Context: an optimization exercise on an open-source flow, tuned for small area and a short achievable clock period. The choices shown serve that exercise and are no tape-out recipe.
Where RTL was checked, it was by simulation tests only, not by an equivalence proof against the original.
No functional check of the RTL was part of runs 3 and 4.
Power figures rest on the tool's default switching activity, not on a simulated workload.

### flow/flow/run.sh
#!/bin/bash
# The standard ORFS layout with two changes:
#  - plain buf_1 cells as the port buffers,
#  - timing repair aimed at setup slack >= 27 ns.
set -euo pipefail
bash standard.sh BUFFER_PORTS_ARGS="-buffer_cell sky130_fd_sc_hd__buf_1" \
    SETUP_SLACK_MARGIN=27 finish > make_finish.log 2>&1
### flow/standard.sh
#!/bin/bash
# synth_recipe.tcl (not shown) runs the flow's synth.tcl, then flattens the netlist and writes it again
# the make line also repeats each setting of config.mk as NAME=value (left out here)
make -C /OpenROAD-flow-scripts/flow DESIGN_CONFIG=/design/flow/config.mk WORK_HOME=/design/flow/orfs CLKGATE_MAP_FILE= SYNTH_SCRIPT=/design/flow/synth_recipe.tcl "${@:-finish}"
### flow/config.mk
export PLATFORM = sky130hd
export DESIGN_NAME = adder_32bit
export DESIGN_NICKNAME = adder_32bit
export VERILOG_FILES = /design/flow/design.v
export SDC_FILE = /design/flow/constraint.sdc
export NUM_CORES = 4
export LEC_CHECK = 0
export ABC_AREA = 0
export CAP_MARGIN = 20
export CORE_MARGIN = 2
export CORE_UTILIZATION = 40
export CTS_BUF_LIST = sky130_fd_sc_hd__clkbuf_2 sky130_fd_sc_hd__clkbuf_4
export PLACE_DENSITY = 0.75
export SLEW_MARGIN = 20
### flow/constraint.sdc
create_clock -name core_clock -period 40.0 [get_ports {clk}]
set_input_delay 8.0000 -clock core_clock [delete_from_list [all_inputs] [get_ports {clk}]]
set_output_delay 8.0000 -clock core_clock [all_outputs]
set_load 0.01 [all_outputs]
### flow/design.v
`timescale 1ns / 1ps
module CompareAndShift32Bit (
    input  [30:0] a,
    input  [30:0] b,
    output        a_ge_b,
    output [7:0]  exp_x,
    output [22:0] frac_x,
    output [23:0] man_x,
    output [23:0] al_man_y
);
    wire [7:0] ea = a[30:23];
    wire [7:0] eb = b[30:23];
    wire [7:0] ep = ~(ea ^ eb);
    wire [7:0] eg = ea & ~eb;
    reg  [7:0] EG, EP;
    integer l, j;
    always @(*) begin
        EG = eg;
        EP = ep;
        for (l = 0; l < 3; l = l + 1)
            for (j = 0; j < 8; j = j + 1)
                if (((j >> l) & 1) == 1) begin
                    EG[j] = EG[j] | (EP[j] & EG[((j >> l) << l) - 1]);
                    EP[j] = EP[j] & EP[((j >> l) << l) - 1];
                end
    end
    wire exp_gt = EG[7];
    wire exp_eq = EP[7];
    reg [22:0] gg, tt;
    integer s, i;
    always @(*) begin
        gg = a[22:0] & ~b[22:0];
        tt = a[22:0] | ~b[22:0];
        for (s = 1; s < 23; s = s * 2)
            for (i = 2*s - 1; i < 23; i = i + 2*s) begin
                gg[i] = gg[i] | (tt[i] & gg[i-s]);
                tt[i] = tt[i] & tt[i-s];
            end
        gg[22] = gg[22] | (tt[22] & (gg[21] | (tt[21] & (gg[19] | (tt[19] & gg[15])))));
        tt[22] = tt[22] & tt[21] & tt[19] & tt[15];
    end
    wire frac_ge = gg[22] | tt[22];
    assign a_ge_b = exp_gt | (exp_eq & frac_ge);
    assign exp_x  = a_ge_b ? ea : eb;
    assign frac_x = a_ge_b ? a[22:0] : b[22:0];
    assign man_x  = {exp_x != 8'd0, frac_x};
    wire [7:0]  shift = ep ^ (exp_gt ? {EG[6:0] | EP[6:0], 1'b1} : ~{EG[6:0], 1'b0});
    wire [22:0] frac_y = a_ge_b ? b[22:0] : a[22:0];
    wire        hid_y  = a_ge_b ? (eb != 8'd0) : (ea != 8'd0);
    wire [23:0] man_y  = {hid_y, frac_y};
    wire [23:0] s0 = shift[0] ? {1'b0,  man_y[23:1]} : man_y;
    wire [23:0] s1 = shift[1] ? {2'b0,  s0[23:2]}    : s0;
    wire [23:0] s2 = shift[2] ? {4'b0,  s1[23:4]}    : s1;
    wire [23:0] s3 = shift[3] ? {8'b0,  s2[23:8]}    : s2;
    wire [23:0] s4 = shift[4] ? {16'b0, s3[23:16]}   : s3;
    assign al_man_y = (shift[7:5] != 3'd0) ? 24'd0 : s4;
endmodule
`timescale 1ns / 1ps
module Addition32Bit (
    input         sub,
    input  [23:0] x,
    input  [23:0] y,
    output [24:0] res
);
    wire [23:0] xs = x ^ {24{sub}};
    wire [23:0] p  = xs ^ y;
    wire [23:0] g  = (x & {24{~sub}} & y) | (x & {24{sub}} & ~y);
    reg  [23:0] G, P;
    integer s, i;
    always @(*) begin
        G = {g[23:1], g[0] | (p[0] & sub)};
        P = p;
        for (s = 1; s < 24; s = s * 2)
            for (i = 2*s - 1; i < 24; i = i + 2*s) begin
                G[i] = G[i] | (P[i] & G[i-s]);
                P[i] = P[i] & P[i-s];
            end
        for (s = 8; s >= 1; s = s / 2)
            for (i = 3*s - 1; i < 24; i = i + 2*s) begin
                G[i] = G[i] | (P[i] & G[i-s]);
                P[i] = P[i] & P[i-s];
            end
    end
    assign res[23:0] = p ^ {G[22:0], sub};
    assign res[24]   = G[23] & ~sub;
endmodule
`timescale 1ns / 1ps
module Normalization32Bit (
    input  [24:0] res,
    input  [7:0]  exp_base,
    output [22:0] man_res,
    output [7:0]  exp_res,
    output        overflow
);
    wire [7:0] e = exp_base + 8'd1;
    wire [31:0] r = {res, 7'h7f};
    wire z16 = (r[31:16] == 16'd0);
    wire [15:0] q1 = z16 ? r[15:0] : r[31:16];
    wire z8 = (q1[15:8] == 8'd0);
    wire [7:0] q2 = z8 ? q1[7:0] : q1[15:8];
    wire z4 = (q2[7:4] == 4'd0);
    wire [3:0] q3 = z4 ? q2[3:0] : q2[7:4];
    wire z2 = (q3[3:2] == 2'd0);
    wire [1:0] q4 = z2 ? q3[1:0] : q3[3:2];
    wire z1 = ~q4[1];
    wire [4:0] lz = {z16, z8, z4, z2, z1};
    wire big = e[7:5] != 3'd0;
    wire [4:0] k;
    wire [5:0] lt, gt;  
    assign lt[5] = big;
    assign gt[5] = 1'b0;
    genvar i;
    generate
        for (i = 4; i >= 0; i = i - 1) begin : g_min
            assign k[i] = gt[i+1] ? e[i] : (lt[i+1] ? lz[i] : (lz[i] & e[i]));
            assign lt[i] = lt[i+1] | (~gt[i+1] & ~lz[i] & e[i]);
            assign gt[i] = gt[i+1] | (~lt[i+1] & lz[i] & ~e[i]);
        end
    endgenerate
    wire [24:0] n = res << k;
    assign exp_res = n[24] ? e - {3'd0, k} : 8'd0;
    assign man_res = n[23:1];
    assign overflow = (exp_base == 8'd254) & res[24];
endmodule
`timescale 1ns / 1ps
module adder_32bit(
    input clk,
    input rst,
    input [31:0] i_a,
    input [31:0] i_b,
    input i_vld,
    output [31:0] o_res,
    output reg o_res_vld,
    output overflow
);
wire sign_a = i_a[31];
wire sign_b = i_b[31];
wire        a_ge_b;
wire [7:0]  exp_x;
wire [22:0] frac_x;
wire [23:0] man_x, al_man_y;
wire [24:0] res;
CompareAndShift32Bit u_CompareAndShift32Bit (
    .a(i_a[30:0]),
    .b(i_b[30:0]),
    .a_ge_b(a_ge_b),
    .exp_x(exp_x),
    .frac_x(frac_x),
    .man_x(man_x),
    .al_man_y(al_man_y)
);
Addition32Bit u_Addition32Bit (
    .sub(sign_a ^ sign_b),
    .x(man_x),
    .y(al_man_y),
    .res(res)
);
wire exp_a_max = &i_a[30:23];
wire exp_b_max = &i_b[30:23];
wire special   = exp_a_max | exp_b_max;
wire nan_res   = (|frac_x) | (exp_a_max & exp_b_max & (sign_a ^ sign_b));
wire x_zero    = (exp_x == 8'd0) & (frac_x == 23'd0);
wire sign_res  = a_ge_b ? (sign_a & ~x_zero) : sign_b;
reg [24:0] r_res;
reg [7:0]  r_exp;
reg        r_sign, r_nan;
always @(posedge clk or posedge rst) begin
    if (rst) begin
        r_res <= 25'b0;
        r_exp <= 8'b0;
        r_sign <= 1'b0;
        r_nan <= 1'b0;
        o_res_vld <= 1'b0;
    end else begin
        r_res <= res;
        r_exp <= exp_x;
        r_sign <= sign_res & ~(special & nan_res);
        r_nan <= special & nan_res;
        o_res_vld <= i_vld;
    end
end
wire        r_special = &r_exp;
wire [22:0] man_res;
wire [7:0]  exp_res;
wire        operation_overflow;
Normalization32Bit u_Normalization32Bit (
    .res(r_res),
    .exp_base(r_exp),
    .man_res(man_res),
    .exp_res(exp_res),
    .overflow(operation_overflow)
);
assign o_res[31]    = r_sign;
assign o_res[30:23] = exp_res | {8{r_special}};
assign o_res[22]    = r_special ? r_nan : man_res[22];
assign o_res[21:0]  = man_res[21:0] & {22{~r_special}};
assign overflow     = r_special | operation_overflow;
endmodule
==> out/results.ini, run 1 <==
[finish]
area_growth_pct=29.7
layout.cells.most_common_list=195 x nand2_1, 98 x nor2_1, 97 x mux2i_1
fin_cells=1715
nNetsFinal=1572
antenna_cells=0
final_area_mm2=0.0120
fill_cells=2090
drive_above_1_share_pct=24.5
mostFrequentLayoutCell=nand2_1

[route]
via_per_inst=6.48
dr.pass1.iters=6
drt-wirelength-per-cell_um=21.5
vias=11100
drtIter0Drc=1223
ant_nets=0
drc_errors=0
wl_mm=36.9

[clock_network]
hold_buffers=0
clock_path_buffers=2
clock_sinks=36
cts-root-buf=clkbuf_4
numCtsBuffers=5
cts_tree=built
htree_levels=2
path_clk_slew_ns=0.10

[setup_path]
crit_fanout=6
crit_path_end_kind=register
required_ns=40.22
critPathArrivalTime_ns=13.13
worstSetupStartpointType=input pin
worstSetupPathType=input pin to register

[grt]
grt_pass1_vias=9902
grt_max_degree=38
antenna_found_initial=1
grt_overflow=0
grt_use_total_pct=27.7
grt_pass1_wl_mm=54.0

[power]
p_total_mw=0.586
p_per_area_mw_per_mm2=48.7
p_leak_nw=5.04
vdd_drop_max_uv=39.4

[yosys]
ys_warn_count=3
ys_ff_latch=36
synthMuxAreaShare_pct=15.9
async_reset_ff_share_pct=100
synth_top_family_by_area=compound AO/OA/AOI/OAI gates
synth_edf_count=0
yosysSeqAreaShare_pct=9.71
synth_cell_type_count=100
synthesis.area_mm2=0.00928
synth-simple-area-share_pct=26.2
synth_compound_area_share_pct=26.8
avgSynthCellArea_um2=7.32
synthCells=1268
synthXorXnorAreaFrac_pct=5.15
synth_nets=1410
ys_dominant_reg_cell=dfrtp_1
synth-adder-area-share_pct=10.8

[die]
die_h_um=156
start_util_pct=40.9
ios=101
die-area_mm2=0.0244
fp.coreArea_mm2=0.0227
std_cell_rows=55
die_w_um=156

[sta]
rsz0062_at_grt=true
max_freq_ghz=0.0775
finalSetupTns_ns=0
period_share_pct=32.3
final-setup-viol-count=0
finalHoldViolCount=0
tightest_slew_ns=0.980
fin_crit_ns=12.91
setup_ws_ns=27.09
slew_viol_final=0
max_slew_margin_pct=34.0

[outcome]
status=complete, no violations

[placed_design]
placed_area_mm2=0.00986
dp.cells=1607
place.gp.congestion=0.989
pre_cts_ws_ns=25.38
portBuffers=100
dp_hpwl_mm=26.0

[flow_run]
cap_violations=0

[min_path]
hp-class=input pin to asynchronous set/reset pin

per-layer routing:
metal	track usage, %	up-vias	wire length, µm
li1	-	5041	-
met1	33.7	5222	14100
met2	48.2	665	17100
met3	4.18	177	3340
met4	12.7	0	2410
met5	0	-	0
per-stage QoR:
stage	utilization, %	hold WS, ns
after floorplan	-	8.03
after global placement	43.4	8.08
after detailed placement	43.4	8.08
after CTS	47.9	7.69
after global routing	53.0	7.73
final	53.0	7.70
kinds of logic after synthesis:
| kind of cell | after synthesis |
|---|---|
| fa+ha+maj | 80 |
| xor+xnor | 52 |
| compound gates | 345 |
| simple gates | 508 |
| buf+inv | 114 |
| mux | 133 |
| flops | 36 |
how the worst max path moves through the flow:
stage	from	end	slack [ns]	cells past startpoint
2_1_floorplan	i_b[26]	r_res[23]$_DFF_PP0_	27.02	30
4_1_cts	i_b[23]	r_res[23]$_DFF_PP0_	26.99	30
3_3_place_gp	i_b[24]	r_res[23]$_DFF_PP0_	25.52	30
5_1_grt	r_exp[0]$_DFF_PP0_	o_res[29]	26.89	20
6_report	i_a[23]	r_res[21]$_DFF_PP0_	27.09	28
3_5_place_dp	i_b[24]	r_res[23]$_DFF_PP0_	25.38	30
area by class of cell:
type	instances	area [µm²]	area share (%)
clock buffer	5	37.5	0.312
clock inverter	2	7.51	0.0624
inverter	51	215	1.79
multi-input combinational	1121	8810	73.2
sequential	36	906	7.53
tap	285	357	2.96
timing repair buffer	215	1710	14.2
power by group:
part | total (mW) | switching, mW | internal [mW] | leakage, nW
registers | 0.0702 | 0.0194 | 0.0508 | 0.422
logic | 0.499 | 0.287 | 0.213 | 4.60
clock network | 0.0167 | 0.0106 | 0.00612 | 0.0261
total | 0.586 | 0.317 | 0.270 | 5.04
critical path, cell delays in order:
cell,delay (ns)
buf_2,0.14
inv_1,0.09
ha_4,0.23
buf_12,0.13
buf_4,0.17
nor3_1,0.28
o31a_1,0.23
a32oi_2,0.12
xnor2_1,0.64
nor3_1,0.24
nand2_1,0.15
nor3_1,0.07
a21oi_1,0.23
o211ai_1,0.24
xnor2_1,0.22
ha_2,0.20
nor2_1,0.04
mux2_4,0.27
o211ai_1,0.19
and4b_1,0.24
o21ai_2,0.07
a21oi_2,0.20
a21o_4,0.17
a21oi_2,0.05
o21ai_1,0.17
ha_2,0.19
nand2b_4,0.12
xnor2_2,0.05
synth_stat cells (all sizes together), types with 8 or more instances:
cell     count  area share [%]
clkbuf      29             1.2
o211ai      11            0.94
xnor2       39             3.8
buf         34             2.2
o21ai       65             3.7
or3          9            0.61
mux2i      104              11
ha          74              10
and3         9            0.61
dfrtp       36             9.7
a311oi      12             1.1
and2        18             1.2
mux2        21             2.6
nand4       14             1.0
a211oi      44             3.7
a21oi       75             4.1
or4          8            0.65
a22oi       24             1.9
nand3       30             1.7
inv         51             2.1
mux4         8             1.9
nor3        26             1.5
o22ai        8            0.54
a21o        12             1.1
nor4        20             1.6
nor2b       18             1.2
xor2        13             1.3
nand2b      34             2.3
nor2       107             4.4
o2111ai      8            0.76
nand2      199             8.1
sequential cells by signal (all words and copies together) (netlist names):
register	flops
r_nan	1
r_res	25
r_sign	1
r_exp	8
o_res_vld	1
what timing repair did:
item | in CTS | in global routing
pin swaps | 25 | 72
setup buffers | 28 | 58
resized for setup | 106 | 155
endpoints found under the setup margin | 33 | 22
gates cloned | 10 | 5
==> run 2, diff against run 1 <==
==> flow/flow/run.sh (replaced) <==
#!/bin/bash
# The standard ORFS layout with three changes:
#  - plain buf_1 cells as the port buffers,
#  - timing repair aimed at setup slack >= 27 ns,
#  - no gate cloning during timing repair.
set -euo pipefail
bash standard.sh BUFFER_PORTS_ARGS="-buffer_cell sky130_fd_sc_hd__buf_1" \
    SETUP_SLACK_MARGIN=27 SKIP_GATE_CLONING=1 finish > make_finish.log 2>&1
--- a/flow/config.mk
+++ b/flow/config.mk
@@ -5,10 +5,9 @@
 export SDC_FILE = /design/flow/constraint.sdc
 export NUM_CORES = 4
 export LEC_CHECK = 0
-export ABC_AREA = 0
+export ABC_AREA = 1
 export CAP_MARGIN = 20
 export CORE_MARGIN = 2
 export CORE_UTILIZATION = 40
 export CTS_BUF_LIST = sky130_fd_sc_hd__clkbuf_2 sky130_fd_sc_hd__clkbuf_4
-export PLACE_DENSITY = 0.75
 export SLEW_MARGIN = 20
==> out/results.ini, run 2 <==
[outcome]
status=complete, no violations

[clock_network]
cts_tree=built
path_clk_slew_ns=0.09  ; about the same
clock_sinks=36  ; unchanged
htree_levels=2  ; unchanged
cts-root-buf=clkbuf_4
numCtsBuffers=5  ; unchanged
hold_buffers=0  ; unchanged
clock_path_buffers=2  ; unchanged

[route]
dr.pass1.iters=5  ; -1
drtIter0Drc=730  ; -40%
vias=9160  ; -18%
drc_errors=0  ; unchanged
drt-wirelength-per-cell_um=14.5  ; -33%
wl_mm=25.4  ; -31%
ant_nets=0  ; unchanged
via_per_inst=5.24  ; -19%

[finish]
largest_reg_flops=25  ; unchanged
largest-register=r_res
mostFrequentLayoutCell=nand2_1
top_regs=r_res x25, r_exp x8
drive_above_1_share_pct=9.68  ; -15 points
area_growth_pct=9.29
layout.cells.most_common_list=423 x nand2_1, 219 x nand3_1, 144 x inv_1
fill_cells=2257  ; +8.0%
nNetsFinal=1620  ; +3.1%

[grt]
grt_pass1_vias=8202  ; -17%
grt_pass1_wl_mm=41.4  ; -23%
grt_overflow=0  ; unchanged
grt_use_total_pct=23.2  ; -4.5 points
grt_max_degree=82  ; +120%
antenna_found_initial=1  ; unchanged

[sta]
period_share_pct=31.5  ; -0.78 points
slew_viol_final=0  ; unchanged
finalSetupTns_ns=0  ; unchanged
tightest_slew_ns=0.968  ; -0.0123 ns
finalHoldViolCount=0  ; unchanged
max_slew_margin_pct=35.2  ; +1.3 points
fin_crit_ns=12.60  ; -0.310 ns
rsz0062_at_grt=true
hold_slack_ns=7.48  ; -0.213 ns
max_freq_ghz=0.0794  ; +2.5%
final-setup-viol-count=0  ; unchanged

[setup_path]
crit_path_end_kind=output pin
worstSetupPathType=register to output pin
required_ns=32.00  ; -8.22 ns
crit_fanout=23  ; +17
worstSetupStartpointType=register
critPathArrivalTime_ns=4.60  ; -8.53 ns

[placed_design]
dp_hpwl_mm=20.8  ; -20%
portBuffers=100  ; unchanged
place.gp.congestion=0.950  ; -4.0%

[yosys]
synth_nets=1543  ; +9.4%
yosysSeqAreaShare_pct=11.1  ; +1.4 points
yosysMostFrequentCell=nand2_1
synthCells=1401  ; +10%
synthesis.area_mm2=0.00815  ; -12%
ys_dominant_reg_cell=dfrtp_1
async_reset_ff_share_pct=100  ; unchanged
ys_warn_count=3  ; unchanged
synth_cell_type_count=55  ; -45%
synth_area_leader_cell=nand2_1
netlist.area_leader.share_pct=19.5  ; +8.5 points
avgSynthCellArea_um2=5.81  ; -21%
synthTopCellsByArea=nand2_1 20%, nand3_1 14%, ha_1 11%
synth_edf_count=0  ; unchanged
netlist_top_cells_count=424 x nand2_1, 220 x nand3_1, 145 x inv_1, 79 x o21ai_0, 74 x ha_1
ys_ff_latch=36  ; unchanged

[power]
p_per_area_mw_per_mm2=53.7  ; +10%
p_leak_nw=4.54  ; -10%
vdd_drop_max_uv=20.8  ; -47%

[die]
ios=101  ; unchanged
die_h_um=147  ; -6.1%
fp.coreArea_mm2=0.0201  ; -11%
die_w_um=147  ; -6.1%
die-area_mm2=0.0215  ; -12%
start_util_pct=40.5  ; -0.34 points
std_cell_rows=52  ; -5.5%

[flow_run]
cap_violations=0  ; unchanged

[min_path]
hp-class=input pin to asynchronous set/reset pin

[run 2: cell count changes after synthesis, moves of 25 or more]
cell      change
nand2_1     +226
nor2_1       -37
nand3_1     +192
a21oi_1      -34
a211oi_1     -42
o21ai_0      +31
xnor2_1      -25
nand2b_1     -32
inv_1        +96
mux2i_1      -96
[run 2: cell type report]
class                           instances  area (µm²)  area share, %
Antenna cell                            1        2.50         0.0281
Sequential cell                        36         902           10.1
Inverter                              173         667           7.49
Tap cell                              270         338           3.79
Multi-Input combinational cell       1140        6380           71.7
Clock buffer                            5        37.5          0.422
Timing Repair Buffer                  122         564           6.34
Clock inverter                          2        7.51         0.0843
[run 2: per-stage QoR]
step,util [%],cells,setup slack [ns],instance area (µm²),power (mW)
final,44.3,1749,27.40,8900,0.478
after global routing,44.3,1749,26.97,8900,0.536
after CTS,43.2,1736,27.10,8690,0.468
after detailed placement,43.0,1729,26.42,8640,0.450
after global placement,43.0,1729,26.54,8640,0.447
after floorplan,-,1401,28.00,8150,0.355
[run 2: per-layer routing]
metal / share of wire [%] / wire, µm / global-route usage, %
met5: 0 / 0 / 0
met4: 2.3 / 586 / 6.55
met3: 4.4 / 1130 / 0.901
met2: 48 / 12100 / 40.3
met1: 45 / 11500 / 31.6
[run 2: path summary, 6_finish.rpt]
| kind | start | end | slack, ns |
|---|---|---|---|
| worst min-delay path | rst | r_exp[4]$_DFF_PP0_ | 7.48 |
| max in group asynchronous | rst | r_res[4]$_DFF_PP0_ | 31.92 |
| worst max-delay path | r_res[24]$_DFF_PP0_ | o_res[30] | 27.40 |
| min in group core_clock | i_vld | o_res_vld$_DFF_PP0_ | 7.75 |
[run 2: critical path: stages, from the launching register on]
cell	delay, ns
dfrtp_1	0.40
inv_2	0.07
nand4_1	0.15
nor2_2	0.07
nand2_4	0.13
inv_4	0.07
nand2_1	0.06
nand2_1	0.08
nor4_2	0.32
nand2_2	0.19
buf_4	0.19
nand2_1	0.10
o21ai_2	0.08
nor2_2	0.14
a21oi_1	0.07
buf_4	0.22
inv_1	0.50
ha_1	0.39
a21oi_1	0.16
nand2_1	0.09
nand2_1	0.07
nand2_1	0.05
a21oi_1	0.19
nand2_1	0.10
xor2_1	0.13
nand2_1	0.06
nand2_1	0.06
buf_1	0.15
[run 2: kinds of logic after synthesis]
kind of cell	Yosys count	synth area share, %
AO/OA/AOI/OAI	194	13.9
XOR/XNOR	47	5.79
adder cells (fa/ha/maj)	75	11.6
buffers and inverters	225	11.8
flip-flops	36	11.1
multiplexers	8	1.01
AND/OR/NAND/NOR	816	44.9
[run 2: what timing repair did]
action,CTS,global route
hold endpoints to repair,0,0
pin swaps,0,7
setup endpoints to repair,6,25
gates resized for setup,1,31
setup buffers,0,12
[run 2: report_power, final]
group | switching [mW] | internal, mW | total, mW
combinational | 0.264 | 0.135 | 0.399
clock | 0.0105 | 0.00612 | 0.0166
sequential | 0.0120 | 0.0504 | 0.0624
==> run 3, diff against run 2 <==
--- a/flow/design.v
+++ b/flow/design.v
@@ -87,12 +87,11 @@
 `timescale 1ns / 1ps
 module Normalization32Bit (
     input  [24:0] res,
-    input  [7:0]  exp_base,
+    input  [7:0]  e,
     output [22:0] man_res,
     output [7:0]  exp_res,
     output        overflow
 );
-    wire [7:0] e = exp_base + 8'd1;
     wire [31:0] r = {res, 7'h7f};
     wire z16 = (r[31:16] == 16'd0);
     wire [15:0] q1 = z16 ? r[15:0] : r[31:16];
@@ -118,9 +117,10 @@
         end
     endgenerate
     wire [24:0] n = res << k;
-    assign exp_res = n[24] ? e - {3'd0, k} : 8'd0;
+    wire [8:0] ed = {1'b0, e} - {4'd0, lz};
+    assign exp_res = (ed[8] | (res == 25'd0)) ? 8'd0 : ed[7:0];
     assign man_res = n[23:1];
-    assign overflow = (exp_base == 8'd254) & res[24];
+    assign overflow = (e == 8'd255) & res[24];
 endmodule
 `timescale 1ns / 1ps
 module adder_32bit(
@@ -162,30 +162,31 @@
 wire x_zero    = (exp_x == 8'd0) & (frac_x == 23'd0);
 wire sign_res  = a_ge_b ? (sign_a & ~x_zero) : sign_b;
 reg [24:0] r_res;
-reg [7:0]  r_exp;
-reg        r_sign, r_nan;
+reg [7:0]  r_exp;   
+reg        r_sign, r_special, r_nan;
 always @(posedge clk or posedge rst) begin
     if (rst) begin
         r_res <= 25'b0;
         r_exp <= 8'b0;
         r_sign <= 1'b0;
+        r_special <= 1'b0;
         r_nan <= 1'b0;
         o_res_vld <= 1'b0;
     end else begin
         r_res <= res;
-        r_exp <= exp_x;
+        r_exp <= exp_x + 8'd1;
+        r_special <= special;
         r_sign <= sign_res & ~(special & nan_res);
         r_nan <= special & nan_res;
         o_res_vld <= i_vld;
     end
 end
-wire        r_special = &r_exp;
 wire [22:0] man_res;
 wire [7:0]  exp_res;
 wire        operation_overflow;
 Normalization32Bit u_Normalization32Bit (
     .res(r_res),
-    .exp_base(r_exp),
+    .e(r_exp),
     .man_res(man_res),
     .exp_res(exp_res),
     .overflow(operation_overflow)
==> flow/flow/run.sh (replaced) <==
#!/bin/bash
# The standard ORFS layout with two changes:
#  - plain buf_1 cells as the port buffers,
#  - timing repair aimed at setup slack >= 27 ns.
set -euo pipefail
bash standard.sh BUFFER_PORTS_ARGS="-buffer_cell sky130_fd_sc_hd__buf_1" \
    SETUP_SLACK_MARGIN=27 finish > make_finish.log 2>&1
--- a/flow/config.mk
+++ b/flow/config.mk
@@ -9,5 +9,5 @@
 export CAP_MARGIN = 20
 export CORE_MARGIN = 2
 export CORE_UTILIZATION = 40
-export CTS_BUF_LIST = sky130_fd_sc_hd__clkbuf_2 sky130_fd_sc_hd__clkbuf_4
+export CTS_BUF_LIST = sky130_fd_sc_hd__clkbuf_4 sky130_fd_sc_hd__clkbuf_8
 export SLEW_MARGIN = 20
==> out/results.ini, run 3 <==
[outcome]
status=complete, no violations

[yosys]
synth_nets=1546  ; +0.19%
avgSynthCellArea_um2=5.88  ; +1.2%
async_reset_ff_share_pct=100  ; unchanged
netlist.area_leader.share_pct=17.1  ; -2.4 points
yosysMostFrequentCell=nand2_1
netlist_top_cells_count=375 x nand2_1, 262 x nand3_1, 153 x inv_1, 79 x ha_1, 79 x nor2_1
synthesis.area_mm2=0.00823  ; +1.1%
synth_edf_count=0  ; unchanged
ys_warn_count=3  ; unchanged
synthTopCellsByArea=nand2_1 17%, nand3_1 16%, ha_1 12%
ys_ff_latch=37  ; +2.8%
ys_dominant_reg_cell=dfrtp_1
synth_cell_type_count=57  ; +3.6%
synth_area_leader_cell=nand2_1
synthCells=1399  ; -0.14%
yosysSeqAreaShare_pct=11.2  ; +0.19 points

[finish]
largest-register=r_res
fin_cells=1743  ; -0.34%
layout.cells.most_common_list=373 x nand2_1, 262 x nand3_1, 153 x inv_1
mostFrequentLayoutCell=nand2_1
fin_util_pct=44.3  ; about the same
area_growth_pct=8.83
nNetsFinal=1620  ; unchanged
largest_reg_flops=25  ; unchanged
drive_above_1_share_pct=8.15  ; -1.5 points
antenna_cells=0  ; -1
top_regs=r_res x25, r_exp x8
final_area_mm2=0.00896  ; +0.65%
fill_cells=2238  ; -0.84%

[placed_design]
placed_area_mm2=0.00874  ; +1.1%
dp.cells=1729  ; unchanged
dp_hpwl_mm=20.9  ; +0.31%
place.gp.congestion=0.903  ; -4.9%
pre_cts_ws_ns=26.41  ; -0.00530 ns
portBuffers=100  ; unchanged

[clock_network]
htree_levels=2  ; unchanged
cts-root-buf=clkbuf_8
path_clk_slew_ns=0.06  ; -0.03 ns
cts_tree=built
clock_sinks=37  ; +2.8%
clock_path_buffers=2  ; unchanged
hold_buffers=0  ; unchanged
numCtsBuffers=5  ; unchanged

[sta]
final-setup-viol-count=0  ; unchanged
fin_crit_ns=12.66  ; +0.0557 ns
max_freq_ghz=0.0790  ; -0.44%
slew_viol_final=0  ; unchanged
tightest_slew_ns=0.849  ; -0.119 ns
finalSetupTns_ns=0  ; unchanged
setup_ws_ns=27.34  ; -0.0557 ns
max_slew_margin_pct=43.0  ; +7.8 points
hold_slack_ns=7.52  ; +0.0395 ns
finalHoldViolCount=0  ; unchanged
period_share_pct=31.6  ; +0.14 points
rsz0062_at_grt=true

[power]
p_total_mw=0.500  ; +4.6%
p_leak_nw=4.59  ; +1.2%
vdd_drop_max_uv=15.6  ; -25%
p_per_area_mw_per_mm2=55.8  ; +3.9%

[setup_path]
crit_path_end_kind=register
slowest_stage=nor2_2
critPathArrivalTime_ns=12.82  ; +8.22 ns
crit_path_frequent_cell=nand2_1
worstSetupPathType=input pin to register
cpPeakStageDelay_ns=0.51  ; about the same
crit_fanout=28  ; +22%
worstSetupStartpointType=input pin
required_ns=40.16  ; +8.16 ns

[route]
dr.pass1.iters=5  ; unchanged
drtIter0Drc=477  ; -35%
drc_errors=0  ; unchanged
ant_nets=0  ; unchanged
via_per_inst=5.30  ; +1.2%
vias=9239  ; +0.86%
wl_mm=25.2  ; -0.61%
drt-wirelength-per-cell_um=14.5  ; -0.27%

[grt]
grt_pass1_vias=8149  ; -0.65%
grt_max_degree=82  ; unchanged
antenna_found_initial=0  ; -1
grt_pass1_wl_mm=40.3  ; -2.5%
grt_use_total_pct=22.3  ; -0.91 points
grt_overflow=0  ; unchanged

[die]
fp.coreArea_mm2=0.0202  ; +0.65%
std_cell_rows=52  ; unchanged
start_util_pct=40.7  ; +0.17 points
die_h_um=147  ; +0.52%
ios=101  ; unchanged
die-area_mm2=0.0217  ; +1.0%
die_w_um=147  ; +0.52%

[flow_run]
cap_violations=0  ; unchanged

[min_path]
hp-class=input pin to asynchronous set/reset pin

==> run 3: cell types whose count changed in the layout (fill, tap and decap cells not counted), sizes merged, moves of 4 or more <==
cell | previous run | this run
a21oi | 53 | 45
clkinv | 6 | 2
or2 | 12 | 5
nand3 | 226 | 277
buf | 122 | 114
ha | 74 | 79
o211ai | 3 | 15
xnor2 | 18 | 22
nand2 | 445 | 395
inv | 169 | 179
o21ai | 112 | 94
xor2 | 29 | 24
==> run 3: layer usage <==
metal	vias up	wire length, µm	GRT usage, %
met4	0	657	7.07
met1	4162	11700	29.7
met5	-	0	0
met2	239	11800	38.9
li1	4799	-	-
met3	39	971	1.33
==> run 3: critical path: cells and delay by family <==
kind                     cells  cell delay, ns
AO/OA/AOI/OAI                8            1.50
XOR/XNOR                     2            0.28
adder cells (fa/ha/maj)      2            0.52
buffers and inverters        7            0.91
AND/OR/NAND/NOR             14            1.60
==> run 3: cell type report <==
class / count / area, µm² / share of cell area, %
sequential: 37 / 926 / 10.3
clock buffer: 7 / 90.1 / 1.01
tap: 270 / 338 / 3.77
inverter: 181 / 692 / 7.72
multi-input combinational: 1134 / 6430 / 71.8
timing repair buffer: 114 / 480 / 5.36
==> run 3: repair_timing <==
action,CTS,global route
gates resized for setup,2,15
setup endpoints to repair,13,51
buffers inserted,0,6
cloned,0,1
pin swaps,0,4
==> run 3: worst paths after layout <==
path / start / end / slack (ns)
hold / removal: rst / o_res_vld$_DFF_PP0_ / 7.52
min in group core_clock: i_vld / o_res_vld$_DFF_PP0_ / 7.81
max in group asynchronous: rst / r_res[10]$_DFF_PP0_ / 31.89
setup / recovery: i_b[28] / r_res[23]$_DFF_PP0_ / 27.34
==> run 3: power by group <==
part / switching [mW] / leakage, nW / internal [mW]
sequential: 0.0132 / 0.437 / 0.0521
combinational: 0.276 / 4.11 / 0.134
clock: 0.0109 / 0.0477 / 0.0143
==> run 3: logic make-up (layout without fill, tap and decap cells) <==
kind of cell	after synthesis	after routing	synth area share [%]
mux	7	7	0.881
buf+inv	229	302	11.7
xor+xnor	46	46	5.44
compound gates	186	186	13.4
fa+ha+maj	80	80	12.2
simple gates	814	815	45.1
flops	37	37	11.2
==> run 4, diff against run 3 <==
==> flow/flow/run.sh (replaced) <==
#!/bin/bash
# The standard ORFS layout with these changes:
#  - ABC's area script without its upsize step (the layout's timing repair
#    sizes the critical paths instead),
#  - plain buf_1 cells as the port buffers,
#  - timing repair aimed at setup slack >= 27 ns.
set -euo pipefail
rm -rf scripts_custom
cp -r "$FLOW_HOME/scripts" scripts_custom
printf '%s\n' strash dch 'map -B 0.9' topo 'stime -c' 'buffer -c' 'dnsize -c' > scripts_custom/abc_area.script
bash standard.sh SCRIPTS_DIR="$PWD/scripts_custom" \
    BUFFER_PORTS_ARGS="-buffer_cell sky130_fd_sc_hd__buf_1" \
    SETUP_SLACK_MARGIN=27 finish > make_finish.log 2>&1
--- a/flow/config.mk
+++ b/flow/config.mk
@@ -9,5 +9,6 @@
 export CAP_MARGIN = 20
 export CORE_MARGIN = 2
 export CORE_UTILIZATION = 40
-export CTS_BUF_LIST = sky130_fd_sc_hd__clkbuf_4 sky130_fd_sc_hd__clkbuf_8
+export CTS_BUF_LIST = sky130_fd_sc_hd__clkbuf_2 sky130_fd_sc_hd__clkbuf_4
+export PLACE_DENSITY = 0.75
 export SLEW_MARGIN = 20
==> out/results.ini, run 4 <==
[yosys]
synthesis.area_mm2=0.00787  ; -4.4%
async_reset_ff_share_pct=100  ; unchanged
synthTopCellsByArea=nand2_1 19%, nand3_1 18%, ha_1 13%
avgSynthCellArea_um2=5.62  ; -4.4%
yosysSeqAreaShare_pct=11.8  ; +0.52 points
netlist_top_cells_count=393 x nand2_1, 277 x nand3_1, 174 x inv_1, 91 x o21ai_0, 83 x nor2_1
yosysMostFrequentCell=nand2_1
netlist.area_leader.share_pct=18.7  ; +1.6 points
ys_ff_latch=37  ; unchanged
ys_dominant_reg_cell=dfrtp_1
synth_cell_type_count=42  ; -26%
ys_warn_count=3  ; unchanged
synthCells=1399  ; unchanged
synth_nets=1546  ; unchanged
synth_edf_count=0  ; unchanged
synth_area_leader_cell=nand2_1

[setup_path]
crit_fanout=18  ; -36%
worstSetupStartpointType=register
crit_path_frequent_cell=nand2_1
crit_family=simple AND/OR/NAND/NOR gates
crit_path_end_kind=output pin
required_ns=32.00  ; -8.16 ns
critPathArrivalTime_ns=4.71  ; -8.11 ns
cpPeakStageDelay_ns=0.41  ; -0.10 ns
worstSetupPathType=register to output pin
worst-path-buf-inv=9  ; +2
slowest_stage=dfrtp_1

[placed_design]
place.gp.congestion=1.01  ; +11%
dp.cells=1728  ; -0.058%
pre_cts_ws_ns=26.48  ; +0.0687 ns
portBuffers=100  ; unchanged
dp_hpwl_mm=19.0  ; -9.2%

[clock_network]
cts_tree=built
path_clk_slew_ns=0.10  ; +0.04 ns
numCtsBuffers=5  ; unchanged
htree_levels=2  ; unchanged
clock_sinks=37  ; unchanged
clock_path_buffers=2  ; unchanged
hold_buffers=0  ; unchanged
cts-root-buf=clkbuf_4

[die]
die_w_um=144  ; -2.2%
die_h_um=144  ; -2.2%
std_cell_rows=51  ; -1.9%
die-area_mm2=0.0208  ; -4.3%
ios=101  ; unchanged
fp.coreArea_mm2=0.0194  ; -4.1%
start_util_pct=40.6  ; -0.12 points

[finish]
fill_cells=2061  ; -7.9%
fin_util_pct=47.0  ; +2.8 points
drive_above_1_share_pct=7.18  ; -0.97 points
top_regs=r_res x25, r_exp x8
largest_reg_flops=25  ; unchanged
multiInputGateArea_mm2=0.00625  ; -2.8%
antenna_cells=0  ; unchanged
mostFrequentLayoutCell=nand2_1
nNetsFinal=1651  ; +1.9%
seq_area_um2=926  ; unchanged
area_growth_pct=15.9
largest-register=r_res
fin_cells=1770  ; +1.5%
layout.cells.most_common_list=386 x nand2_1, 274 x nand3_1, 163 x inv_1

[route]
dr.pass1.iters=5  ; unchanged
vias=9691  ; +4.9%
drtIter0Drc=914  ; +92%
via_per_inst=5.48  ; +3.3%
drt-wirelength-per-cell_um=14.0  ; -3.3%
ant_nets=0  ; unchanged
wl_mm=24.8  ; -1.8%
drc_errors=0  ; unchanged

[sta]
period_share_pct=31.8  ; +0.14 points
fin_crit_ns=12.71  ; +0.0563 ns
setup_ws_ns=27.29  ; -0.0563 ns
finalHoldViolCount=0  ; unchanged
tightest_slew_ns=0.969  ; +0.120 ns
max_slew_margin_pct=34.7  ; -8.3 points
rsz0062_at_grt=false
max_freq_ghz=0.0787  ; -0.44%
slew_viol_final=0  ; unchanged
final-setup-viol-count=0  ; unchanged
finalSetupTns_ns=0  ; unchanged

[power]
p_leak_nw=4.70  ; +2.2%
vdd_drop_max_uv=20.9  ; +34%
p_per_area_mw_per_mm2=55.3  ; -0.98%

[min_path]
hp-class=input pin to asynchronous set/reset pin

[grt]
antenna_found_initial=0  ; unchanged
grt_use_total_pct=22.8  ; +0.44 points
grt_pass1_wl_mm=39.2  ; -2.8%
grt_pass1_vias=8418  ; +3.3%
grt_max_degree=64  ; -22%
grt_overflow=0  ; unchanged

[outcome]
status=complete, no violations

[flow_run]
cap_violations=0  ; unchanged

[run 4: cell families (layout without fill, tap and decap cells)]
| group | after synthesis | after routing | synth area share (%) |
|---|---|---|---|
| AO/OA/AOI/OAI | 186 | 186 | 13.3 |
| XOR/XNOR | 46 | 46 | 5.12 |
| adder cells (fa/ha/maj) | 80 | 80 | 12.8 |
| buffers and inverters | 229 | 332 | 11.1 |
| flip-flops | 37 | 37 | 11.8 |
| multiplexers | 7 | 7 | 0.922 |
| AND/OR/NAND/NOR | 814 | 817 | 45.0 |
[run 4: per-stage QoR]
| step | hold WS (ns) | area (µm²) | power, mW |
|---|---|---|---|
| 5_1_grt | 7.47 | 9120 | 0.562 |
| 3_3_place_gp | 7.82 | 8490 | 0.436 |
| 3_5_place_dp | 7.82 | 8490 | 0.441 |
| 6_report | 7.46 | 9120 | 0.504 |
| 4_1_cts | 7.43 | 8610 | 0.466 |
| 2_1_floorplan | 8.03 | 7870 | 0.342 |
[run 4: where the power goes]
part / leakage (nW) / total [mW] / switching [mW] / internal [mW]
combinational: 4.22 / 0.423 / 0.274 / 0.149
clock: 0.0354 / 0.0181 / 0.0107 / 0.00736
sequential: 0.437 / 0.0632 / 0.0112 / 0.0520
[run 4: timing repair]
action,CTS,global route
buffers inserted,3,21
gates cloned,2,8
pin swaps,0,18
gates resized for setup,12,69
setup endpoints to repair,31,48
[run 4: area by class of cell]
| cell class | instances | area share (%) |
|---|---|---|
| timing repair inverter | 3 | 0.219 |
| inverter | 181 | 7.71 |
| timing repair buffer | 140 | 9.15 |
| sequential | 37 | 10.1 |
| clock inverter | 2 | 0.110 |
| tap | 265 | 3.63 |
| clock buffer | 6 | 0.494 |
| multi-input combinational | 1136 | 68.5 |
[run 4: per-layer routing]
metal / global-route usage [%] / wire length, µm / vias to the layer above
met2: 38.6 / 11600 / 423
met4: 8.43 / 811 / 0
li1: - / - / 4868
met5: 0 / 0 / -
met3: 2.32 / 1570 / 70
met1: 30.0 / 10800 / 4330
[run 4: worst max path at each step]
| stage | start | to | slack (ns) | depth (start not counted) |
|---|---|---|---|---|
| floorplan | i_b[24] | r_res[23]$_DFF_PP0_ | 27.54 | 36 |
| global placement | i_a[15] | r_res[23]$_DFF_PP0_ | 26.53 | 45 |
| detailed placement | i_a[15] | r_res[23]$_DFF_PP0_ | 26.48 | 45 |
| CTS | r_res[12]$_DFF_PP0_ | o_res[21] | 27.00 | 33 |
| global route | r_res[14]$_DFF_PP0_ | o_res[21] | 26.97 | 33 |
| finish | r_res[14]$_DFF_PP0_ | o_res[21] | 27.29 | 33 |
==> run 5, diff against run 4 <==
--- a/flow/design.v
+++ b/flow/design.v
@@ -87,11 +87,12 @@
 `timescale 1ns / 1ps
 module Normalization32Bit (
     input  [24:0] res,
-    input  [7:0]  e,
+    input  [7:0]  exp_base,
     output [22:0] man_res,
     output [7:0]  exp_res,
     output        overflow
 );
+    wire [7:0] e = exp_base + 8'd1;
     wire [31:0] r = {res, 7'h7f};
     wire z16 = (r[31:16] == 16'd0);
     wire [15:0] q1 = z16 ? r[15:0] : r[31:16];
@@ -117,10 +118,9 @@
         end
     endgenerate
     wire [24:0] n = res << k;
-    wire [8:0] ed = {1'b0, e} - {4'd0, lz};
-    assign exp_res = (ed[8] | (res == 25'd0)) ? 8'd0 : ed[7:0];
+    assign exp_res = n[24] ? e - {3'd0, k} : 8'd0;
     assign man_res = n[23:1];
-    assign overflow = (e == 8'd255) & res[24];
+    assign overflow = (exp_base == 8'd254) & res[24];
 endmodule
 `timescale 1ns / 1ps
 module adder_32bit(
@@ -162,31 +162,30 @@
 wire x_zero    = (exp_x == 8'd0) & (frac_x == 23'd0);
 wire sign_res  = a_ge_b ? (sign_a & ~x_zero) : sign_b;
 reg [24:0] r_res;
-reg [7:0]  r_exp;   
-reg        r_sign, r_special, r_nan;
+reg [7:0]  r_exp;
+reg        r_sign, r_nan;
 always @(posedge clk or posedge rst) begin
     if (rst) begin
         r_res <= 25'b0;
         r_exp <= 8'b0;
         r_sign <= 1'b0;
-        r_special <= 1'b0;
         r_nan <= 1'b0;
         o_res_vld <= 1'b0;
     end else begin
         r_res <= res;
-        r_exp <= exp_x + 8'd1;
-        r_special <= special;
+        r_exp <= exp_x;
         r_sign <= sign_res & ~(special & nan_res);
         r_nan <= special & nan_res;
         o_res_vld <= i_vld;
     end
 end
+wire        r_special = &r_exp;
 wire [22:0] man_res;
 wire [7:0]  exp_res;
 wire        operation_overflow;
 Normalization32Bit u_Normalization32Bit (
     .res(r_res),
-    .e(r_exp),
+    .exp_base(r_exp),
     .man_res(man_res),
     .exp_res(exp_res),
     .overflow(operation_overflow)
--- a/flow/config.mk
+++ b/flow/config.mk
@@ -10,5 +10,5 @@
 export CORE_MARGIN = 2
 export CORE_UTILIZATION = 40
 export CTS_BUF_LIST = sky130_fd_sc_hd__clkbuf_2 sky130_fd_sc_hd__clkbuf_4
-export PLACE_DENSITY = 0.75
+export PLACE_DENSITY = 0.65
 export SLEW_MARGIN = 20
==> out/results.ini, run 5 <==
[sta]
tightest_slew_ns=0.917  ; -0.0514 ns
finalSetupTns_ns=0  ; unchanged
finalHoldViolCount=0  ; unchanged
max_freq_ghz=0.0790  ; +0.38%
slew_viol_final=0  ; unchanged
max_slew_margin_pct=38.2  ; +3.5 points
rsz0062_at_grt=true
period_share_pct=31.7  ; -0.12 points
final-setup-viol-count=0  ; unchanged
fin_crit_ns=12.66  ; -0.0484 ns

[finish]
largest_reg_flops=25  ; unchanged
fin_cells=1764  ; -0.34%
top_regs=r_res x25, r_exp x8
drive_above_1_share_pct=7.19  ; +0.0095 points
area_growth_pct=14.9
mostFrequentLayoutCell=nand2_1
nNetsFinal=1644  ; -0.42%
largest-register=r_res
layout.cells.most_common_list=439 x nand2_1, 225 x nand3_1, 162 x inv_1

[power]
switching_share_pct=58.4  ; -0.23 points
power_frac_comb_pct=82.6  ; -1.3 points
vdd_drop_max_uv=18.7  ; -10%
power_frac_seq_pct=12.3  ; -0.2 points
p_clk_share_pct=5.1  ; +1.5 points
p_switching_mw=0.284  ; -4.1%
intPower_mw=0.202  ; -3.2%
p_per_area_mw_per_mm2=54.7  ; -1.1%
p_leak_nw=4.55  ; -3.0%
p_total_mw=0.485  ; -3.7%

[yosys]
netlist_top_cells_count=445 x nand2_1, 226 x nand3_1, 168 x inv_1, 111 x o21ai_0, 80 x nor2_1
synthTopCellsByArea=nand2_1 22%, nand3_1 15%, ha_1 12%
ys_dominant_reg_cell=dfrtp_1
synth_edf_count=0  ; unchanged
synth_nets=1543  ; -0.19%
synth_cell_type_count=39  ; -7.1%
yosysMostFrequentCell=nand2_1
synthesis.area_mm2=0.00773  ; -1.7%
yosysSeqAreaShare_pct=11.7  ; -0.11 points
async_reset_ff_share_pct=100  ; unchanged
ys_ff_latch=36  ; -2.7%
netlist.area_leader.share_pct=21.6  ; +2.9 points
ys_warn_count=3  ; unchanged
synth_area_leader_cell=nand2_1
avgSynthCellArea_um2=5.52  ; -1.9%
synthCells=1401  ; +0.14%

[clock_network]
htree_levels=2  ; unchanged
clock_path_buffers=2  ; unchanged
cts_tree=built
numCtsBuffers=5  ; unchanged
cts-root-buf=clkbuf_4
clock_sinks=36  ; -2.7%
path_clk_slew_ns=0.10  ; about the same
hold_buffers=0  ; unchanged

[die]
start_util_pct=41.1  ; +0.49 points
die_w_um=143  ; -0.85%
ios=101  ; unchanged
std_cell_rows=50  ; -2.0%
die-area_mm2=0.0205  ; -1.7%
fp.coreArea_mm2=0.0188  ; -2.9%
die_h_um=143  ; -0.85%

[placed_design]
portBuffers=100  ; unchanged
dp.cells=1718  ; -0.58%
dp_hpwl_mm=18.7  ; -1.7%
place.gp.congestion=1.02  ; +0.95%

[setup_path]
worstSetupPathType=input pin to register
crit_path_end_kind=register
cpPeakStageDelay_ns=0.53  ; +0.12 ns
crit_fanout=31  ; +13
required_ns=40.22  ; +8.22 ns
critPathArrivalTime_ns=12.89  ; +8.18 ns
worstSetupStartpointType=input pin
crit_path_frequent_cell=nand2_1
slowest_stage=clkinvlp_2

[grt]
grt_pass1_wl_mm=38.4  ; -2.2%
grt_use_total_pct=22.7  ; -0.063 points
grt_max_degree=82  ; +28%
grt_pass1_vias=8012  ; -4.8%
antenna_found_initial=1  ; +1
grt_overflow=0  ; unchanged

[flow_run]
cap_violations=0  ; unchanged

[route]
dr.pass1.iters=6  ; +1
ant_nets=0  ; unchanged
via_per_inst=5.28  ; -3.6%
drt-wirelength-per-cell_um=13.7  ; -1.8%
drtIter0Drc=583  ; -36%
wl_mm=24.2  ; -2.2%
vias=9315  ; -3.9%
drc_errors=0  ; unchanged

[outcome]
status=complete, no violations

[min_path]
hp-class=input pin to asynchronous set/reset pin

==> run 5: cell types whose count changed in the layout (fill, tap and decap cells not counted), moves of 6 or more <==
cell / previous run / this run
nand3_1: 274 / 225
inv_2: 9 / 1
ha_1: 79 / 72
nand2_1: 386 / 439
or2_2: 5 / 12
clkinvlp_2: 1 / 7
o21ai_0: 80 / 104
o21ai_1: 13 / 7
o211ai_1: 15 / 3
a21oi_1: 40 / 50
==> run 5: metal layers <==
| layer | up-vias | GRT usage, % | wire, µm |
|---|---|---|---|
| met5 | - | 0 | 0 |
| met4 | 0 | 8.13 | 820 |
| met3 | 65 | 1.68 | 1530 |
| met2 | 381 | 38.3 | 11000 |
| met1 | 4067 | 30.5 | 10900 |
| li1 | 4802 | - | - |
==> run 5: per-stage QoR <==
step / hold slack [ns] / instance area [µm²] / setup WS [ns] / util [%]
2_1_floorplan: 8.03 / 7730 / 27.58 / -
3_3_place_gp: 7.82 / 8310 / 25.83 / 44.1
3_5_place_dp: 7.82 / 8310 / 25.73 / 44.1
4_1_cts: 7.43 / 8480 / 27.00 / 45.0
5_1_grt: 7.44 / 8880 / 26.92 / 47.2
6_report: 7.46 / 8880 / 27.34 / 47.2
==> run 5: critical path, delay by kind of cell <==
kind                     cells  cell delay [ns]
AND/OR/NAND/NOR             16             1.84
adder cells (fa/ha/maj)      2             0.57
multiplexers                 1             0.30
buffers and inverters        5             0.99
XOR/XNOR                     2             0.35
AO/OA/AOI/OAI                5             0.84
==> run 5: what timing repair did <==
action / in CTS / in global routing
gates resized for setup: 11 / 49
endpoints found under the hold margin: 0 / 0
pin swaps: 0 / 11
gates cloned: 2 / 8
buffers inserted: 6 / 21
endpoints found under the setup margin: 52 / 37
==> run 5: worst max-delay path by stage <==
stage	from	to	slack, ns	depth (start not counted)
after floorplan	i_b[24]	r_res[23]$_DFF_PP0_	27.58	35
after global placement	i_b[24]	r_res[23]$_DFF_PP0_	25.83	38
after detailed placement	i_b[24]	r_res[23]$_DFF_PP0_	25.73	38
after CTS	i_b[24]	r_res[23]$_DFF_PP0_	27.00	38
after global routing	i_b[24]	r_res[23]$_DFF_PP0_	26.92	35
final	i_b[24]	r_res[23]$_DFF_PP0_	27.34	31
==> run 5: area by class of cell <==
| cell class | instances | area, µm² |
|---|---|---|
| timing repair inverter | 7 | 35.0 |
| timing repair buffer | 138 | 718 |
| multi-input combinational | 1141 | 6140 |
| sequential | 36 | 903 |
| antenna | 1 | 2.50 |
| clock buffer | 6 | 45.0 |
| inverter | 173 | 673 |
| fill | 2020 | 9950 |
| clock inverter | 2 | 35.0 |
| tap | 260 | 325 |
==> run 5: power groups by stage <==
stage	clock, mW	sequential [mW]	combinational, mW
finish	0.0247	0.0599	0.401
floorplan	0	0.0571	0.277
CTS	0.0257	0.0606	0.373
global route	0.0271	0.0614	0.456
detailed placement	0	0.0615	0.368
global placement	0	0.0615	0.365
==> run 5: cell families (layout without fill, tap and decap cells) <==
kind of cell	after synthesis	count (layout)	share of synthesized area, %
fa+ha+maj	75	75	12.2
buf+inv	225	326	11.1
flops	36	36	11.7
xor+xnor	47	47	5.32
simple gates	816	817	45.3
other cells	0	1	0
mux	8	8	1.07
compound gates	194	194	13.4
==> run 6, diff against run 5 <==
--- a/flow/config.mk
+++ b/flow/config.mk
@@ -10,5 +10,5 @@
 export CORE_MARGIN = 2
 export CORE_UTILIZATION = 40
 export CTS_BUF_LIST = sky130_fd_sc_hd__clkbuf_2 sky130_fd_sc_hd__clkbuf_4
-export PLACE_DENSITY = 0.65
+export PLACE_DENSITY = 0.75
 export SLEW_MARGIN = 20
==> out/results.ini, run 6 <==
[min_path]
hp-class=input pin to asynchronous set/reset pin

[setup_path]
crit_start=i_b[28]
crit_path_frequent_cell=nand2_1
slowest_stage=ha_1
worstSetupStartpointType=input pin
required_ns=40.21  ; about the same
crit_fanout=31  ; unchanged
critPathArrivalTime_ns=12.74  ; -0.15 ns
crit_path_end_kind=register
worstSetupPathType=input pin to register
cpPeakStageDelay_ns=0.33  ; -0.20 ns

[yosys]
synthTopCellsByArea=nand2_1 22%, nand3_1 15%, ha_1 12%
ys_dominant_reg_cell=dfrtp_1
synth_cell_type_count=39  ; unchanged
yosysSeqAreaShare_pct=11.7  ; unchanged
synth_area_leader_cell=nand2_1
async_reset_ff_share_pct=100  ; unchanged
netlist_top_cells_count=445 x nand2_1, 226 x nand3_1, 168 x inv_1, 111 x o21ai_0, 80 x nor2_1
synthesis.area_mm2=0.00773  ; unchanged
synthCells=1401  ; unchanged
ys_warn_count=3  ; unchanged
synth_edf_count=0  ; unchanged
ys_ff_latch=36  ; unchanged
netlist.area_leader.share_pct=21.6  ; unchanged
yosysMostFrequentCell=nand2_1
avgSynthCellArea_um2=5.52  ; unchanged
synth_nets=1543  ; unchanged

[route]
drtIter0Drc=758  ; +30%
via_per_inst=5.23  ; -0.89%
drc_errors=0  ; unchanged
vias=9180  ; -1.4%
ant_nets=0  ; unchanged
dr.pass1.iters=6  ; unchanged
wl_mm=23.2  ; -4.4%
drt-wirelength-per-cell_um=13.2  ; -3.9%

[die]
die_h_um=143  ; unchanged
ios=101  ; unchanged
std_cell_rows=50  ; unchanged
die-area_mm2=0.0205  ; unchanged
fp.coreArea_mm2=0.0188  ; unchanged
die_w_um=143  ; unchanged
start_util_pct=41.1  ; unchanged

[grt]
grt_pass1_wl_mm=36.7  ; -4.2%
use_met2_pct=36.9  ; -1.4 points
grt_use_total_pct=21.6  ; -1.1 points
grt_pass1_vias=7888  ; -1.5%
grt_overflow=0  ; unchanged
met3_usage_pct=0.671  ; -1.0 points
use_met1_pct=29.3  ; -1.2 points
grt_max_degree=82  ; unchanged
antenna_found_initial=1  ; unchanged
top_usage_layer=met2

[placed_design]
dp_hpwl_mm=18.4  ; -1.5%
dp.cells=1719  ; +0.058%
placed_area_mm2=0.00832  ; about the same
place.gp.congestion=0.963  ; -5.1%
portBuffers=100  ; unchanged

[power]
p_leak_nw=4.52  ; -0.78%
vdd_drop_max_uv=22.5  ; +20%
p_per_area_mw_per_mm2=53.4  ; -2.3%

[finish]
area_growth_pct=13.6
mostFrequentLayoutCell=nand2_1
layout.cells.most_common_list=442 x nand2_1, 225 x nand3_1, 162 x inv_1
nNetsFinal=1635  ; -0.55%
fill_cells=2035  ; +0.74%
drive_above_1_share_pct=6.36  ; -0.82 points
largest_reg_flops=25  ; unchanged
top_regs=r_res x25, r_exp x8
fin_cells=1754  ; -0.57%
final_area_mm2=0.00879  ; -1.1%
largest-register=r_res

[sta]
fin_crit_ns=12.53  ; -0.131 ns
finalHoldViolCount=0  ; unchanged
max_freq_ghz=0.0798  ; +1.0%
rsz0062_at_grt=false
tightest_slew_ns=0.872  ; -0.0447 ns
slew_viol_final=0  ; unchanged
max_slew_margin_pct=41.6  ; +3.4 points
final-setup-viol-count=0  ; unchanged
finalSetupTns_ns=0  ; unchanged
period_share_pct=31.3  ; -0.33 points

[clock_network]
path_clk_slew_ns=0.10  ; about the same
clock_sinks=36  ; unchanged
numCtsBuffers=5  ; unchanged
clock_path_buffers=2  ; unchanged
htree_levels=2  ; unchanged
cts-root-buf=clkbuf_4
cts_tree=built

[flow_run]
cap_violations=0  ; unchanged

[outcome]
status=complete, no violations

==> run 6: cell types whose count changed in the layout (fill, tap and decap cells not counted), sizes merged <==
cell      change
inv           +1
nand2         -1
o21ai         +1
buf           -5
clkinvlp      -3
clkbuf        -2
bufinv        -1
==> run 6: final cells by class <==
class | instances | area, µm² | share of cell area, %
inverters | 173 | 672 | 7.65
well taps | 260 | 325 | 3.70
diodes | 1 | 2.50 | 0.0285
repair inverters | 4 | 20.0 | 0.228
repair buffers | 132 | 683 | 7.78
multi-input cells | 1141 | 6130 | 69.8
clock buffers | 5 | 37.5 | 0.427
clock inverters | 2 | 12.5 | 0.142
flip-flops and latches | 36 | 902 | 10.3
==> run 6: cells by family after synthesis <==
kind of cell / synth area share [%]
muxes: 1.07
xor gates and xnor gates: 5.32
buffers and inverters: 11.1
DFF: 11.7
AOI/OAI and AO/OA: 13.4
adders and majority gates: 12.2
and+or+nand+nor: 45.3
==> run 6: through the flow <==
| step | utilization (%) | setup WS, ns | hold WS [ns] | power [mW] |
|---|---|---|---|---|
| after floorplan | - | 27.58 | 8.03 | 0.334 |
| after global placement | 44.2 | 26.03 | 7.82 | 0.427 |
| after detailed placement | 44.2 | 25.86 | 7.82 | 0.431 |
| after CTS | 44.7 | 26.98 | 7.44 | 0.451 |
| after global routing | 46.7 | 26.98 | 7.46 | 0.527 |
| final | 46.7 | 27.47 | 7.47 | 0.469 |
==> run 6: critical path, delay by kind of cell <==
family,cells,cell delay [ns]
adders and majority gates,3,0.70
and+or+nand+nor,14,1.19
buffers and inverters,8,1.03
xor gates and xnor gates,2,0.35
muxes,1,0.25
AOI/OAI and AO/OA,7,1.21
==> run 6: timing repair <==
item | CTS | global route
buffers inserted | 2 | 18
endpoints found under the setup margin | 23 | 37
pin swaps | 0 | 8
cloned | 1 | 6
gates resized for setup | 8 | 50
hold buffers | 0 | 0
==> run 6: path summary, 6_finish.rpt <==
kind / end / depth (start not counted)
max in group asynchronous: r_exp[0]$_DFF_PP0_ / 3
min in group core_clock: o_res_vld$_DFF_PP0_ / 1
worst max-delay path: r_res[23]$_DFF_PP0_ / 35
worst min-delay path: o_res_vld$_DFF_PP0_ / 2
==> run 6: power by group <==
part | internal [mW] | switching [mW] | leakage [nW]
clock network | 0.00639 | 0.0105 | 0.0271
registers | 0.0504 | 0.00987 | 0.422
logic | 0.135 | 0.258 | 4.07
==> run 6: layer usage <==
| metal | wire (µm) | up-vias |
|---|---|---|
| met5 | 0 | - |
| met4 | 689 | 0 |
| met3 | 1190 | 50 |
| met2 | 10800 | 328 |
| met1 | 10400 | 4026 |
| li1 | - | 4776 |
==> run 7, diff against run 6 <==
==> flow/flow/run.sh (replaced) <==
#!/bin/bash
# The standard ORFS layout with these changes:
#  - ABC's area script without its upsize step (the layout's timing repair
#    sizes the critical paths instead),
#  - plain buf_1 cells as the port buffers,
#  - timing repair aimed at setup slack >= 27.3 ns.
set -euo pipefail
rm -rf scripts_custom
cp -r "$FLOW_HOME/scripts" scripts_custom
printf '%s\n' strash dch 'map -B 0.9' topo 'stime -c' 'buffer -c' 'dnsize -c' > scripts_custom/abc_area.script
bash standard.sh SCRIPTS_DIR="$PWD/scripts_custom" \
    BUFFER_PORTS_ARGS="-buffer_cell sky130_fd_sc_hd__buf_1" \
    SETUP_SLACK_MARGIN=27.3 finish > make_finish.log 2>&1
==> out/results.ini, run 7 <==
[power]
p_total_mw=0.500  ; +6.6%
p_leak_nw=4.68  ; +3.6%
p_per_area_mw_per_mm2=53.9  ; +0.97%
vdd_drop_max_uv=20.7  ; -8.0%

[sta]
finalHoldViolCount=0  ; unchanged
max_freq_ghz=0.0807  ; +1.1%
tightest_slew_ns=0.820  ; -0.0530 ns
slew_viol_final=0  ; unchanged
rsz0062_at_grt=true
finalSetupTns_ns=0  ; unchanged
period_share_pct=31.0  ; -0.34 points
fin_crit_ns=12.40  ; -0.135 ns
final-setup-viol-count=0  ; unchanged
max_slew_margin_pct=45.3  ; +3.7 points

[route]
drc_errors=0  ; unchanged
drtIter0Drc=636  ; -16%
dr.pass1.iters=6  ; unchanged
drt-wirelength-per-cell_um=13.8  ; +4.8%
ant_nets=0  ; unchanged
vias=9458  ; +3.0%
via_per_inst=5.33  ; +1.9%
wl_mm=24.6  ; +6.0%

[yosys]
synth_cell_type_count=39  ; unchanged
synth_nets=1543  ; unchanged
synth_edf_count=0  ; unchanged
synthTopCellsByArea=nand2_1 22%, nand3_1 15%, ha_1 12%
ys_ff_latch=36  ; unchanged
synth_area_leader_cell=nand2_1
synthesis.area_mm2=0.00773  ; unchanged
async_reset_ff_share_pct=100  ; unchanged
synthCells=1401  ; unchanged
netlist_top_cells_count=445 x nand2_1, 226 x nand3_1, 168 x inv_1, 111 x o21ai_0, 80 x nor2_1
avgSynthCellArea_um2=5.52  ; unchanged
yosysSeqAreaShare_pct=11.7  ; unchanged
ys_warn_count=3  ; unchanged
yosysMostFrequentCell=nand2_1
ys_dominant_reg_cell=dfrtp_1
netlist.area_leader.share_pct=21.6  ; unchanged

[setup_path]
crit_fanout=9  ; -71%
worstSetupPathType=input pin to register
required_ns=40.21  ; about the same
crit_start=i_b[24]
slowest_stage=mux2i_2
worstSetupStartpointType=input pin
critPathArrivalTime_ns=12.61  ; -0.13 ns
cpPeakStageDelay_ns=0.33  ; about the same
crit_path_frequent_cell=nand2_1
crit_path_end_kind=register

[die]
ios=101  ; unchanged
die_w_um=143  ; unchanged
die_h_um=143  ; unchanged
std_cell_rows=50  ; unchanged
die-area_mm2=0.0205  ; unchanged
start_util_pct=41.1  ; unchanged
fp.coreArea_mm2=0.0188  ; unchanged

[flow_run]
cap_violations=0  ; unchanged

[finish]
drive_above_1_share_pct=10.0  ; +3.7 points
largest-register=r_res
fin_cells=1774  ; +1.1%
area_growth_pct=20.0
fin_util_pct=49.3  ; +2.6 points
largest_reg_flops=25  ; unchanged
mostFrequentLayoutCell=nand2_1
top_regs=r_res x25, r_exp x8
layout.cells.most_common_list=433 x nand2_1, 221 x nand3_1, 162 x inv_1
nNetsFinal=1655  ; +1.2%

[clock_network]
htree_levels=2  ; unchanged
numCtsBuffers=5  ; unchanged
clock_path_buffers=2  ; unchanged
hold_buffers=0  ; unchanged
cts-root-buf=clkbuf_4
path_clk_slew_ns=0.10  ; about the same
cts_tree=built
clock_sinks=36  ; unchanged

[grt]
grt_pass1_wl_mm=37.4  ; +1.7%
grt_use_total_pct=21.9  ; +0.34 points
grt_max_degree=82  ; unchanged
antenna_found_initial=1  ; unchanged
grt_overflow=0  ; unchanged
grt_pass1_vias=8012  ; +1.6%

[placed_design]
dp.cells=1719  ; unchanged
place.gp.congestion=0.963  ; unchanged
dp_hpwl_mm=18.4  ; unchanged
portBuffers=100  ; unchanged

[min_path]
hp-class=input pin to asynchronous set/reset pin

[outcome]
status=complete, no violations

run 7: cell types whose count changed in the layout (fill, tap and decap cells not counted), sizes merged:
cell | previous run | this run
buf | 129 | 143
clkinvlp | 9 | 13
clkinv | 4 | 3
clkbuf | 8 | 12
inv | 166 | 165
run 7: layout make-up:
cell class,count,area (µm²)
Fill cell,1994,9550
Multi-Input combinational cell,1141,6330
Timing Repair Buffer,150,951
Sequential cell,36,902
Inverter,173,682
Tap cell,260,325
Clock buffer,5,37.5
Timing Repair inverter,6,32.5
Clock inverter,2,12.5
Antenna cell,1,2.50
run 7: worst max path at each step:
stage / to / slack (ns) / depth (start not counted)
final: r_res[23]$_DFF_PP0_ / 27.60 / 36
after global routing: r_res[23]$_DFF_PP0_ / 27.21 / 37
after CTS: r_res[23]$_DFF_PP0_ / 27.30 / 36
after detailed placement: r_res[23]$_DFF_PP0_ / 25.86 / 38
after global placement: r_res[23]$_DFF_PP0_ / 26.03 / 38
after floorplan: r_res[23]$_DFF_PP0_ / 27.58 / 35
run 7: power breakdown:
group,switching (mW),internal [mW],leakage [nW]
clock network,0.0105,0.00639,0.0271
logic,0.271,0.152,4.23
registers,0.00956,0.0504,0.422
run 7: per-stage QoR:
stage          instance area, µm²  setup slack, ns  hold WS [ns]
2_1_floorplan                7730            27.58          8.03
3_3_place_gp                 8320            26.03          7.82
3_5_place_dp                 8320            25.86          7.82
4_1_cts                      8530            27.30          7.44
5_1_grt                      9280            27.21          7.46
6_report                     9280            27.60          7.47
run 7: routing by layer:
metal	wire length, µm	up-vias	global-route usage, %
li1	-	4813	-
met1	10500	4158	29.4
met2	11500	414	37.7
met3	1570	73	0.838
met4	923	0	7.50
met5	0	-	0
run 7: kinds of logic (layout without fill, tap and decap cells):
| group | after synthesis | after routing | share of synthesized area (%) |
|---|---|---|---|
| and+or+nand+nor | 816 | 816 | 45.3 |
| buffers and inverters | 225 | 336 | 11.1 |
| AOI/OAI and AO/OA | 194 | 195 | 13.4 |
| adders and majority gates | 75 | 75 | 12.2 |
| xor gates and xnor gates | 47 | 47 | 5.32 |
| DFF | 36 | 36 | 11.7 |
| muxes | 8 | 8 | 1.07 |
| other | 0 | 1 | 0 |
run 7: timing repair:
action | 4_1_cts | 5_1_grt
setup endpoints to repair | 42 | 42
cloned | 3 | 12
pin swaps | 3 | 25
gates resized for setup | 19 | 93
buffers inserted | 10 | 22
hold endpoints to repair | 0 | 0
run 7: critical path, delay by kind of cell:
family / cells / cell delay [ns]
xor gates and xnor gates: 3 / 0.46
adders and majority gates: 3 / 0.66
AOI/OAI and AO/OA: 5 / 0.69
buffers and inverters: 8 / 1.09
muxes: 1 / 0.33
and+or+nand+nor: 16 / 1.36

-- separate check: timing with driven ports --
The flow's constraints put no driver on any port. The routed layouts listed below were extracted and timed again, unchanged, in two steps.
Step 1 (the two cells are an assumption about what drives the block):
set clk [get_ports {clk}]
set_driving_cell -lib_cell sky130_fd_sc_hd__clkbuf_16 $clk
set_driving_cell -lib_cell sky130_fd_sc_hd__buf_2 [delete_from_list [all_inputs] $clk]
Step 2 times the ports against the registers' clock, not the clock port: input delays grow and output delays shrink by t, the midpoint of the rising clock arrivals with the driver on.
Slacks: ideal / step 1 / step 2; pairs: ideal / step 1.
run	shift t [ns]	setup slack, ns	hold slack, ns	worst setup path at the end	clock arrival spread, ns
run 1	0.362	27.090 / 27.100 / 26.738	7.695 / 7.691 / 8.053	input to register	0.016 / 0.016
run 2	0.366	27.400 / 27.366 / 27.098	7.483 / 7.477 / 7.843	input to register	0.010 / 0.010
run 3	0.306	27.345 / 27.323 / 27.040	7.522 / 7.515 / 7.822	input to register	0.006 / 0.005
run 4	0.353	27.289 / 27.263 / 27.101	7.461 / 7.457 / 7.810	input to register	0.006 / 0.006
run 5	0.359	27.337 / 27.339 / 26.980	7.456 / 7.449 / 7.808	input to register	0.008 / 0.008
run 6	0.349	27.468 / 27.463 / 27.123	7.466 / 7.462 / 7.811	input to register	0.006 / 0.006
run 7	0.349	27.603 / 27.597 / 27.257	7.466 / 7.462 / 7.811	input to register	0.006 / 0.006
After both steps every run listed still meets setup and hold. For run 5, which loses most, drivers alone change the setup slack by +0.002 ns; drivers and shift together by -0.357 ns.
